Source: an optimization exercise on an open RTL-to-GDS flow (aim: small area). Production flows keep margins and buffers that such runs may drop.
Only simulation tests tie the RTL to the original design; equivalence was not proved.
Power and IR drop assume default switching activity.

===== config.mk =====
export PLATFORM = sky130hd
export DESIGN_NAME = FrameFormer
export DESIGN_NICKNAME = FrameFormer
export VERILOG_FILES = /design/flow/design.v
export SDC_FILE = /design/flow/constraint.sdc
export NUM_CORES = 8
export LEC_CHECK = 0
export CAP_MARGIN = 20
export CORE_MARGIN = 2
export CORE_UTILIZATION = 40
export SLEW_MARGIN = 20

===== constraint.sdc =====
create_clock -name core_clock -period 6.4 [get_ports {ACLK}]
set_input_delay 1.2800 -clock core_clock [delete_from_list [all_inputs] [get_ports {ACLK}]]
set_output_delay 1.2800 -clock core_clock [all_outputs]
set_load 0.01 [all_outputs]

===== design.v =====
`timescale 1ns / 1ps
module FrameFormerSubordinate # (
    parameter integer MAX_INTERNAL_SPACE = 64,
    parameter integer OUTPUT_WIDTH = 64,
    parameter integer INPUT_WIDTH = 64 
    )(
    input wire ACLK,
    input wire ARESETN,
    input wire [INPUT_WIDTH-1:0] S_AXIS_tdata,
    input wire [7:0] S_AXIS_tkeep,
    input wire S_AXIS_tvalid,
    input wire S_AXIS_tlast,
    output wire S_AXIS_tready,  
    input wire FramerReady,
    input wire FramerTready,
    output wire empty,
    output wire full,
    output wire [OUTPUT_WIDTH-1:0] tempOut,
    output wire [OUTPUT_WIDTH-1:0] Delayed_Data_Transfer,
    output wire [$clog2(MAX_INTERNAL_SPACE):0] FFSTail,
    output wire counterPulseOut
    );
    reg counterPulseOutReg;
    assign counterPulseOut = counterPulseOutReg; 
    (* mem2reg *)  
    reg [INPUT_WIDTH-1:0] tempReg [MAX_INTERNAL_SPACE-1:0];
    reg[$clog2(MAX_INTERNAL_SPACE):0] i;
    reg[$clog2(MAX_INTERNAL_SPACE):0] tail;
    assign S_AXIS_tready = !full; 
    wire InputCondition = S_AXIS_tready & S_AXIS_tvalid;
    wire  OutputCondition = FramerReady;
    reg[OUTPUT_WIDTH-1:0] delayedOut;
    assign Delayed_Data_Transfer = delayedOut; 
    assign FFSTail=tail;
    assign empty = tail == 0; 
    assign full =  tail == MAX_INTERNAL_SPACE;
    assign tempOut=tempReg[0];
    always @ (posedge ACLK)begin
        if(!ARESETN)begin
            tail <= 0;
            for(i=0;i<MAX_INTERNAL_SPACE;i=i+1)begin  
                tempReg[i]<={((OUTPUT_WIDTH)){1'b0}};
            end
            delayedOut<=0;
            counterPulseOutReg<=0;
        end
        else begin
            if(InputCondition & !OutputCondition)begin
                tempReg[tail]<=S_AXIS_tdata;
                tail<=tail+1;
                counterPulseOutReg<=0;
            end
            else if(OutputCondition & !InputCondition)begin
                for (i=0; i<MAX_INTERNAL_SPACE; i++)begin
                    if (i==MAX_INTERNAL_SPACE-1) begin
                      tempReg[i]<= {((OUTPUT_WIDTH)){1'b0}};
                    end
                    else begin
                        tempReg[i]<=tempReg[i+1];
                    end
                end
                if (tail!=0)
                    tail<=tail-1;
                delayedOut<=tempOut;
                  counterPulseOutReg<=1;               
            end
            else if(OutputCondition & InputCondition)begin
                for (i=0; i<MAX_INTERNAL_SPACE; i++)begin
                    if (i==(tail==0 ? 0:tail-1)) begin
                      tempReg[i]<=S_AXIS_tdata;
                    end
                    else if (i==MAX_INTERNAL_SPACE-1 & tail!=MAX_INTERNAL_SPACE-1) begin
                      tempReg[i]<= {((OUTPUT_WIDTH)){1'b0}};
                    end
                    else if (i!=MAX_INTERNAL_SPACE-1) begin
                      tempReg[i]<=tempReg[i+1];
                    end
                end
                if(empty)
                    tail<=tail+1;
                else
                    tail<=tail;
                delayedOut<=tempOut;
                  counterPulseOutReg<=1;
            end
            else begin
                for(i=0;i<MAX_INTERNAL_SPACE;i=i+1)begin  
                    tempReg[i]<=tempReg[i];
                end
                delayedOut<=tempOut;
                counterPulseOutReg<=0;
            end
        end 
    end    
endmodule
`timescale 1ns / 1ps
module FrameFormerManager # (
    parameter integer OUTPUT_WIDTH = 64
    )(
    input wire ACLK,
    input wire ARESETN,
    input wire is_empty,
    input wire is_full,
    output wire FFMready,
    input wire [63:0] Input_Data, 
    output reg [OUTPUT_WIDTH-1:0] M_AXIS_tdata,
    input wire M_AXIS_tready,
    output reg [7:0] M_AXIS_tkeep,
    output reg M_AXIS_tvalid,
    output reg M_AXIS_tlast,
    input wire [47:0] Destination_Address,
    input wire [47:0] Source_Address,
    input wire [15:0] Link_Type,
    input wire [15:0] SyncWord,
    input wire [13:0] Packet_Size,
    output wire [13:0] FFMState,
    output wire counterPulseOut
    );
    reg counterPulseOutReg;
    assign counterPulseOut=counterPulseOutReg;
    reg[13:0] state;
    assign FFMState=state;    
    assign FFMready = (state>1 && state<Packet_Size) && M_AXIS_tready;
   always @ (posedge ACLK)begin
        if(!ARESETN)begin
            state<=0;
            M_AXIS_tlast<=0;
            M_AXIS_tvalid<=0;
        end
        else if(M_AXIS_tready || state==0)begin
            if(state==Packet_Size)begin 
                M_AXIS_tlast<=1;
                state<=state+1;
            end
            else if (state>Packet_Size) begin
                M_AXIS_tvalid<=0;
                M_AXIS_tlast<=0;
                state<=0;
            end
            else if (state!=0 )begin 
                M_AXIS_tvalid<=1;
                state<=state+1;
            end
            else if (state==0 & !is_empty)begin 
                state<=state+1;
                M_AXIS_tvalid<=1;
            end
        end
        else 
            state <= state;
   end
   always @ (posedge ACLK) begin
        if(!ARESETN)begin
            M_AXIS_tdata<=0;
            M_AXIS_tkeep<=0;
            counterPulseOutReg<=0;
        end
        else if(M_AXIS_tready || state==0)begin
            if(state==Packet_Size)begin 
                M_AXIS_tdata <= 64'h5704;
                M_AXIS_tkeep <= 8'h07;
                counterPulseOutReg<=0;
            end            
            else if (state==0 || state>Packet_Size)begin
                M_AXIS_tdata[63:48] <= Source_Address[15:0];
                M_AXIS_tdata[47:0] <= Destination_Address;
                M_AXIS_tkeep <= 8'hFF;
                counterPulseOutReg<=0;
                end
            else if (state==1)begin
                M_AXIS_tdata[63:48] <= SyncWord;
                M_AXIS_tdata[47:32] <= Link_Type;
                M_AXIS_tdata[31:0] <= Source_Address[47:16];
                M_AXIS_tkeep <= 8'hFF;
                counterPulseOutReg<=0;
                end
            else if (state>1 & state<Packet_Size)begin
                M_AXIS_tdata <= Input_Data;
                M_AXIS_tkeep <= 8'hFF;
                counterPulseOutReg<=1;
            end
        end
        else begin
            M_AXIS_tdata <= M_AXIS_tdata; 
            counterPulseOutReg<=0;
        end
    end
endmodule
`timescale 1ns / 1ps
module FrameFormer # (
    parameter integer MAX_INTERNAL_SPACE = 64,
    parameter integer OUTPUT_WIDTH = 64,
    parameter integer INPUT_WIDTH = 64 
    )
   (
    input wire ACLK,
    input wire ARESETN,
    input wire [INPUT_WIDTH-1:0] S_AXIS_tdata,
    output wire S_AXIS_tready,
    input wire [7:0] S_AXIS_tkeep,
    input wire S_AXIS_tvalid,
    input wire S_AXIS_tlast,
    output wire [OUTPUT_WIDTH-1:0] M_AXIS_tdata,
    input wire M_AXIS_tready,
    output wire [7:0] M_AXIS_tkeep,
    output wire M_AXIS_tvalid,
    output wire M_AXIS_tlast,
    input wire [47:0] Destination_Address,
    input wire [47:0] Source_Address,
    input wire [15:0] Link_Type,
    input wire [15:0] SyncWord,
    input wire [13:0] Packet_Size
    );
    wire Framer_Ready;
    wire Input_Buffer_Full;
    wire Input_Buffer_Empty;
    wire [63:0] Data_Transfer;
    wire [63:0] Delayed_Data_Transfer;
    wire FFMisReady;
    wire [13:0] FFMState;
    wire FFSisFull;
    wire FFSisEmpty;
    wire [$clog2(MAX_INTERNAL_SPACE):0] FFSTail;
    wire [INPUT_WIDTH-1:0] FFSFFM_Data_Transfer;
    wire [INPUT_WIDTH-1:0] FFSFFM_delayed_Transfer;
    wire counterPulseOutFFS;
    wire counterPulseOutFFM;
    assign FFMisReady = Framer_Ready;
    assign FFSisFull = Input_Buffer_Full;    
    assign FFSisEmpty = Input_Buffer_Empty;
    assign FFSFFM_Data_Transfer = Data_Transfer;
    assign FFSFFM_delayed_Transfer = Delayed_Data_Transfer;
    FrameFormerSubordinate # (
    .INPUT_WIDTH(INPUT_WIDTH),
    .MAX_INTERNAL_SPACE(MAX_INTERNAL_SPACE),
    .OUTPUT_WIDTH(OUTPUT_WIDTH)
    )FFS(
        .ACLK(ACLK),
        .ARESETN(ARESETN),
        .S_AXIS_tdata(S_AXIS_tdata),
        .S_AXIS_tready(S_AXIS_tready),
        .S_AXIS_tkeep(S_AXIS_tkeep),
        .S_AXIS_tvalid(S_AXIS_tvalid),
        .S_AXIS_tlast(S_AXIS_tlast),
        .FramerReady(Framer_Ready),
        .empty(Input_Buffer_Empty),
        .full(Input_Buffer_Full),
        .tempOut(Data_Transfer),
        .FramerTready(M_AXIS_tready),
        .FFSTail(FFSTail),
        .Delayed_Data_Transfer(Delayed_Data_Transfer),
        .counterPulseOut(counterPulseOutFFS)
    );
    FrameFormerManager #(
    .OUTPUT_WIDTH(OUTPUT_WIDTH)
    ) FFM(
        .ACLK(ACLK),
        .ARESETN(ARESETN),
        .M_AXIS_tdata(M_AXIS_tdata),
        .M_AXIS_tready(M_AXIS_tready),
        .M_AXIS_tkeep(M_AXIS_tkeep),
        .M_AXIS_tvalid(M_AXIS_tvalid),
        .M_AXIS_tlast(M_AXIS_tlast),
        .FFMready(Framer_Ready),
        .is_empty(Input_Buffer_Empty),
        .is_full(Input_Buffer_Full),
        .Packet_Size(Packet_Size),
        .Destination_Address(Destination_Address),
        .Source_Address(Source_Address),
        .Link_Type(Link_Type),
        .SyncWord(SyncWord),
        .Input_Data(Data_Transfer),
        .FFMState(FFMState),
        .counterPulseOut(counterPulseOutFFM)
    );
endmodule

===== run.sh =====
#!/bin/bash
# synth_recipe.tcl (not shown) runs the flow's synth.tcl, then flattens the netlist and writes it again
# the make line also repeats each setting of config.mk as NAME=value (left out here)
make -C /OpenROAD-flow-scripts/flow DESIGN_CONFIG=/design/flow/config.mk WORK_HOME=/design/flow/orfs CLKGATE_MAP_FILE= SYNTH_SCRIPT=/design/flow/synth_recipe.tcl finish

==> results by group <==
Synthesis
  • Largest family of logic cells by synthesized area: compound AO/OA/AOI/OAI gates
  • Post-Synth XOR/XNOR Area: 0.000871
  • Synth Flop Type: dfxtp_1
  • Synth warn: 2
  • Yosys top cell area share: 0.442
  • Synth Area in Compound Gates: 0.238
  • Synth top area cells: dfxtp_1 (44%), mux2i_1 (11%), a311oi_1 (9.5%), nand2_1 (8.3%), o31ai_1 (7.9%)
  • Post-synth ARST share: 0
  • Sequential element share of the synthesized area: 0.442
  • Adder-cell area share of the yosys netlist: 0.00172
  • Synth Area in Simple Gates: 0.147
  • Mux contribution to synthesized area: 0.108
  • Avg Inst Size Synth: 8.56 µm²
  • Synthesized instance count: 22.2k
  • Synthesized flop and latch total: 4,185
  • Leading area contributor after synthesis: dfxtp_1
  • Synth Net Count: 22.4k
  • Post-synth EDFFs: 0
  • Yosys cell types: 79
  • Synthesized cell area: 190,000 µm²

CTS
  • TritonCTS Buffers: 451
  • CTS Buffer Depth: 4
  • Postcts setup bufs: 0
  • Post-CTS Resized: 0
  • Clock sinks: 4,185
  • CTS H-Tree Depth: 5
  • CTS tree: built
  • Clk latency of the worst-skew pair: 1.02 ns
  • Worst-path clk slew: 0.06 ns
  • Root Driver: clkbuf_16
  • Cts hold-fix bufs: 0

STA
  • RSZ-0062 raised after global routing: no
  • PnR worst setup slack: 1.02 ns
  • Hold Slack: 0.454 ns
  • Post-layout min period: 5.38 ns
  • Fin. max-slew vios: 0
  • Slew margin rel.: 0.164
  • Setup TNS: 0 ns
  • Fin crit share: 0.840
  • Tightest Pin Transition: 1.25 ns
  • Final setup fails: 0
  • Hold Vio Cnt, Final: 0
  • Setup Skew: 0.0684 ns
  • F_max: 0.186 GHz

Floorplanning
  • Die width: 693 µm
  • Io pins: 294
  • Core region area: 472,000 µm²
  • Initial Utilization: 0.402
  • Cell Rows: 252
  • Die height: 693 µm
  • Die area: 480,000 µm²

Placed design
  • Port buffer count: 284
  • Post-DP HPWL: 424,000 µm
  • DP Cell Count: 26.5k
  • Post-DP Area: 200,000 µm²
  • Setup WS pre-CTS: 0.388 ns
  • Final GP Congestion: 0.858

Worst setup path
  • Crit end category: flip-flop
  • Worst R2R Path Depth: 14
  • Critical path class: reg -> reg
  • Worst Path Buf+Inv: 5
  • R2R setup slack: 1.02 ns
  • Crit-path cells: inv_1, ha_1, nand4_1, nand2_1, buf_4, ha_1, inv_1, nand2_1, a21oi_2, buf_4, a21o_2, buf_4, nand2_1, a311oi_1
  • Crit-path max FO: 64
  • WP depth: 14
  • Crit path DAT: 6.24 ns
  • WP data required: 7.26 ns
  • Delay-heaviest family, CP: buffers and inverters
  • CP startpoint kind: flip-flop
  • Worst r2r src: FFS.tail[0]
  • CP max stage delay: 0.78 ns
  • Slowest library cell on the worst path: a21oi_2
  • Worst R2R End: FFS.tempReg[17][35]

Cells and area
  • Area delta synth->final: 13.2%
  • Share of layout cells above drive strength 1: 0.0900
  • Fin area: 215,000 µm²
  • Finished Core Util: 0.455
  • Nets: 21.0k
  • Fin cells: 27.3k

Routing
  • Post-route antenna net violation count: 0
  • Final WL: 685,000 µm
  • Drt wl/cell: 25.1 µm
  • Drt pass-1 iters: 6
  • Vias per cell: 6.21
  • Via count: 170k
  • Iteration-0 DRC count of the detailed router: 18.8k
  • DRC: 0

Pwr
  • Maximum VDD drop: 333 µV
  • Power Total: 93.7 mW
  • Power per standard cell area: 436 nW/µm²
  • P_leak: 82.7 nW

Worst hold path
  • WHS Endpoint: FFS.tempReg[34][38]
  • Hold Crit Class: reg -> reg
  • Worst Hold Path Cells: 2
  • Worst Min Path Start: FFS.tempReg[35][38]

Job
  • Max-cap violations: 0

GRT
  • First-pass GRT wire length: 1,040,000 µm
  • Total gr overflow: 0
  • Vias in the first global route: 161k
  • Total track usage: 0.271
  • Initial antenna violation count: 29
  • Largest net degree at the start of global routing: 231

Outcome
  • Outcome: complete, no violations
## logic make-up after synthesis
logic type | after synthesis
adders and majority gates | 26
DFF | 4185
xor gates and xnor gates | 18
and+or+nand+nor | 6577
buffers and inverters | 2989
muxes | 2047
AOI/OAI and AO/OA | 6321
## cells in the mapped netlist, types with 13 or more instances
cell      number
clkbuf_1    2356
nor2_1       101
a311oi_1    2048
mux2i_1     2041
o31ai_1     1984
buf_2        368
o21ai_0       13
nand2_1     4196
or2_2        124
buf_4         18
ha_1          26
inv_1         24
a31oi_1       16
nor3_1      2064
a32o_1        58
a21o_1        32
a22o_1        64
buf_1        216
dfxtp_1     4185
a21oi_1     2045
## final cells by class
class	instances	area (µm²)
clock buffers	685	13500
fillers	45100	257000
multi-input cells	15000	95500
inverters	25	101
repair buffers	1073	12500
well taps	6223	7790
clock inverters	130	1520
diodes	5	12.5
flip-flops and latches	4185	83800
## sequential cells by signal, indices dropped and copies added, names as in the netlist
signal             flops
FFM.M_AXIS_tvalid      1
FFM.state             14
FFM.M_AXIS_tlast       1
FFS.tail               7
FFS.tempReg         4096
FFM.M_AXIS_tkeep       2
FFM.M_AXIS_tdata      64
## worst min-delay path: stages, from the launching register on
cell      delay (ns)
dfxtp_1         0.31
nand2_1         0.05
a311oi_1        0.07
## layout by cell type, fill, tap and decap left out, types with 72 or more instances in the layout
cell,synthesis,final
or2_2,124,124
buf_12,0,294
clkbuf_1,2356,110
clkinv_2,0,72
dfxtp_1,4185,4185
buf_4,18,525
o31ai_1,1984,1983
nor3_1,2064,2063
a311oi_1,2048,2048
a21oi_1,2045,2007
mux2i_1,2041,2041
clkbuf_8,0,118
nand2_1,4196,4191
clkbuf_16,0,457
clkdlybuf4s50_1,0,219
## report_power, final
part | internal, mW | switching, mW
combinational | 12.4 | 18.7
clock | 15.4 | 11.4
sequential | 32.1 | 3.68
## worst max-delay path by stage
stage	startpoint	slack, ns	to
floorplan	Packet_Size[5]	1.27	FFS.tempReg[28][0]
global placement	Packet_Size[5]	0.42	FFS.tempReg[27][58]
detailed placement	Packet_Size[13]	0.39	FFS.tempReg[10][15]
CTS	FFS.tail[0]	1.09	FFS.tempReg[17][35]
global route	FFS.tail[0]	0.79	FFS.tempReg[18][26]
finish	FFS.tail[0]	1.02	FFS.tempReg[17][35]
## layer usage
| metal | global-route usage | part of all wire | wire, µm |
|---|---|---|---|
| met5 | 0 | 0.000054 | 37 |
| met4 | 0.109 | 0.044 | 30200 |
| met3 | 0.0447 | 0.079 | 54100 |
| met2 | 0.418 | 0.44 | 303000 |
| met1 | 0.374 | 0.44 | 298000 |

[static timing again, ports no longer ideal]
How much do the figures lean on ideal ports? The routed layout below was timed once more, with nothing changed but the port constraints.
Step 1: set_driving_cell puts a clkbuf_16 on ACLK and a buf_2 on each other input, an assumption about the parent block.
Step 2 times the ports against the registers' clock, not the clock port: input delays grow and output delays shrink by t, the midpoint of the rising clock arrivals with the driver on.
Three values: no drivers, after step 1, after step 2; two values: the first two.
t (ns): 1.106
setup WS [ns]: 1.025 / 1.025 / 0.304
worst setup path after step 2: input to register
cell pins on the clock port's net: 1
After both steps this run still meets setup and hold. The setup slack of this run moves by 0.000 ns with the drivers and by -0.721 ns with both steps.
